What follows belongs to an exercise in optimizing a design on an open flow for small area; a production flow would make more cautious choices. Function was checked by simulation only, so behaviour that the tests miss may differ from the original. No activity file was given, so power comes from the tool's default toggle rates.

== the reference run ==
==> flow/design.v (excerpt) <==
module connect4_core(Clk, Reset, Left1, Right1, Drop1, Start1, Left2, Right2, Drop2, Start2, VGA_Red0, VGA_Green0, VGA_Blue0, VGA_Red1, VGA_Green1, VGA_Blue1, VGA_Red2, VGA_Green2, VGA_Hsync, VGA_Vsync, Ld6
, Ld5, Ld4, Ld3, Ld2, Ld1, Ld0, board, colors, selected_col, player, game_over, winner, start_state, end_state);
  input Clk;
  wire Clk;
  input Reset;
  wire Reset;
  input Left1;
  wire Left1;
  input Right1;
  wire Right1;
  input Drop1;
  wire Drop1;
  input Start1;
  wire Start1;
  input Left2;
  wire Left2;
  input Right2;
  wire Right2;
  input Drop2;
  wire Drop2;
  input Start2;
  wire Start2;
  output VGA_Red0;
  wire VGA_Red0;
  output VGA_Green0;
  wire VGA_Green0;
  output VGA_Blue0;
  reg VGA_Blue0;
  output VGA_Red1;
  reg VGA_Red1;
  output VGA_Green1;
  reg VGA_Green1;
  output VGA_Blue1;
  wire VGA_Blue1;
  output VGA_Red2;
  wire VGA_Red2;
  output VGA_Green2;
  wire VGA_Green2;
  output VGA_Hsync;
  wire VGA_Hsync;
  output VGA_Vsync;
  wire VGA_Vsync;
  output Ld6;
  wire Ld6;
  output Ld5;
  wire Ld5;
  output Ld4;
  wire Ld4;
  output Ld3;
  wire Ld3;
  output Ld2;
  wire Ld2;
  output Ld1;
  wire Ld1;
  output Ld0;
  wire Ld0;
  output [41:0] board;
  wire [41:0] board;
  output [41:0] colors;
  wire [41:0] colors;
  output [2:0] selected_col;
  reg [2:0] selected_col;
  output player;
  reg player;
  output game_over;
  wire game_over;
  output [1:0] winner;
  wire [1:0] winner;
  output start_state;
  wire start_state;
  output end_state;
  wire end_state;
  ...
For scale: about 7000 um^2 of cells after synthesis.
==> flow/config.mk <==
export PLATFORM = sky130hd
export DESIGN_NAME = connect4_core
export DESIGN_NICKNAME = connect4_core
export VERILOG_FILES = /design/flow/design.v
export SDC_FILE = /design/flow/constraint.sdc
export NUM_CORES = 4
export LEC_CHECK = 0
export ABC_AREA = 1
export CAP_MARGIN = 20
export CORE_MARGIN = 2
export CORE_UTILIZATION = 55
export SLEW_MARGIN = 20
==> flow/constraint.sdc <==
create_clock -name core_clock -period 10.0 [get_ports {Clk}]
set_input_delay 2.0000 -clock core_clock [delete_from_list [all_inputs] [get_ports {Clk}]]
set_output_delay 2.0000 -clock core_clock [all_outputs]
set_load 0.01 [all_outputs]
standard.sh (not shown) runs the stock make flow with config.mk's settings and CLKGATE_MAP_FILE= SYNTH_SCRIPT=/design/flow/synth_recipe.tcl, a recipe that flattens the netlist after the stock synthesis.
==> flow/flow/run.sh <==
#!/bin/bash
# Layout flow: the standard flow (standard.sh, unchanged synthesis script
# and register set) with these changes:
#  - ABC maps the logic for area (amap, flow/abc_area.script) instead of the
#    delay-aware map of ORFS's abc_area.script (the clock period is generous);
#  - yosys leaves half/full adders to ABC (ADDER_MAP_FILE empty);
#  - ports are buffered with buf_1 cells;
#  - the clock tree is built from clkbuf_8 cells, without dummy loads.
# Each tool's output is in orfs/logs/; make's own output is in standard.log.
set -uo pipefail
W=$(pwd)
mkdir -p scripts
for f in "$FLOW_HOME"/scripts/*; do ln -sf "$f" scripts/; done
rm -f scripts/abc_area.script
cp flow/abc_area.script scripts/abc_area.script
export SCRIPTS_DIR="$W/scripts"
export ADDER_MAP_FILE=
export BUFFER_PORTS_ARGS="-buffer_cell sky130_fd_sc_hd__buf_1"
export CTS_ARGS="-sink_clustering_enable -repair_clock_nets -buf_list sky130_fd_sc_hd__clkbuf_8 -dont_use_dummy_load"
bash standard.sh > standard.log 2>&1
==> flow/flow/abc_area.script <==
strash
dch -f
amap -m
topo
Here is what was changed in the inputs of the trial run compared with the reference run.
-- flow/flow/run.sh --
<<< the reference run, line 4
#  - ABC maps the logic for area (amap, flow/abc_area.script) instead of the
>>> the trial run, line 4
#  - ABC maps the logic for area (&nf -a, flow/abc_area.script) instead of the
==> flow/flow/abc_area.script <==
strash
&get -n
&dch -f
&nf -a -R 1000 -F 10 -A 10
&put
topo
[summary]
Final routed wire length divided by cell count for the trial run is higher than for the reference run. Clock-pin slew on the worst setup and hold paths: the reference run vs the trial run, no meaningful difference. Synthesized cell count sits lower in the trial run than in the reference run. In the tables for the reference run and the trial run, number of instances on the worst hold path reads higher with the trial run. The trial run ends up with higher proportion of power drawn by the clock network than the reference run does. The trial run ended up with sky130_fd_sc_hd__or4_1 as its slowest stage cell on the critical path; the reference run ended up with sky130_fd_sc_hd__nor4b_1. On fmax, the trial run does better than the reference run. On the trial run: total wire length after detailed routing is about 2% lower than what the reference run gave. [compare] base=the reference run new=the trial run: internal power summed over all cells went down 27%, worst-case setup slack after placement went up 0.22 ns.

==> re-timing with driven ports <==
The flow's constraints put no driver on any port. The routed layouts listed below were extracted and timed again, unchanged, in two steps. Step 1: set_driving_cell puts a clkbuf_16 on Clk and a buf_2 on each other input, an assumption about the parent block. Step 2 adds t to the input delays and takes it off the output delays; t is the mean of the earliest and latest rising clock arrival at the registers after step 1. Input paths then give back, and output paths get back, about the clock's delay inside the block. a / b / c = no drivers / after step 1 / after step 2; a / b = the first two.
run | t, ns | setup WS [ns] | worst setup path after step 2
the reference run | 0.404 | 3.071 / 3.030 / 3.434 | register to output
the trial run | 0.403 | 3.444 / 3.405 / 3.752 | register to register
After both steps every run listed still meets setup and hold.
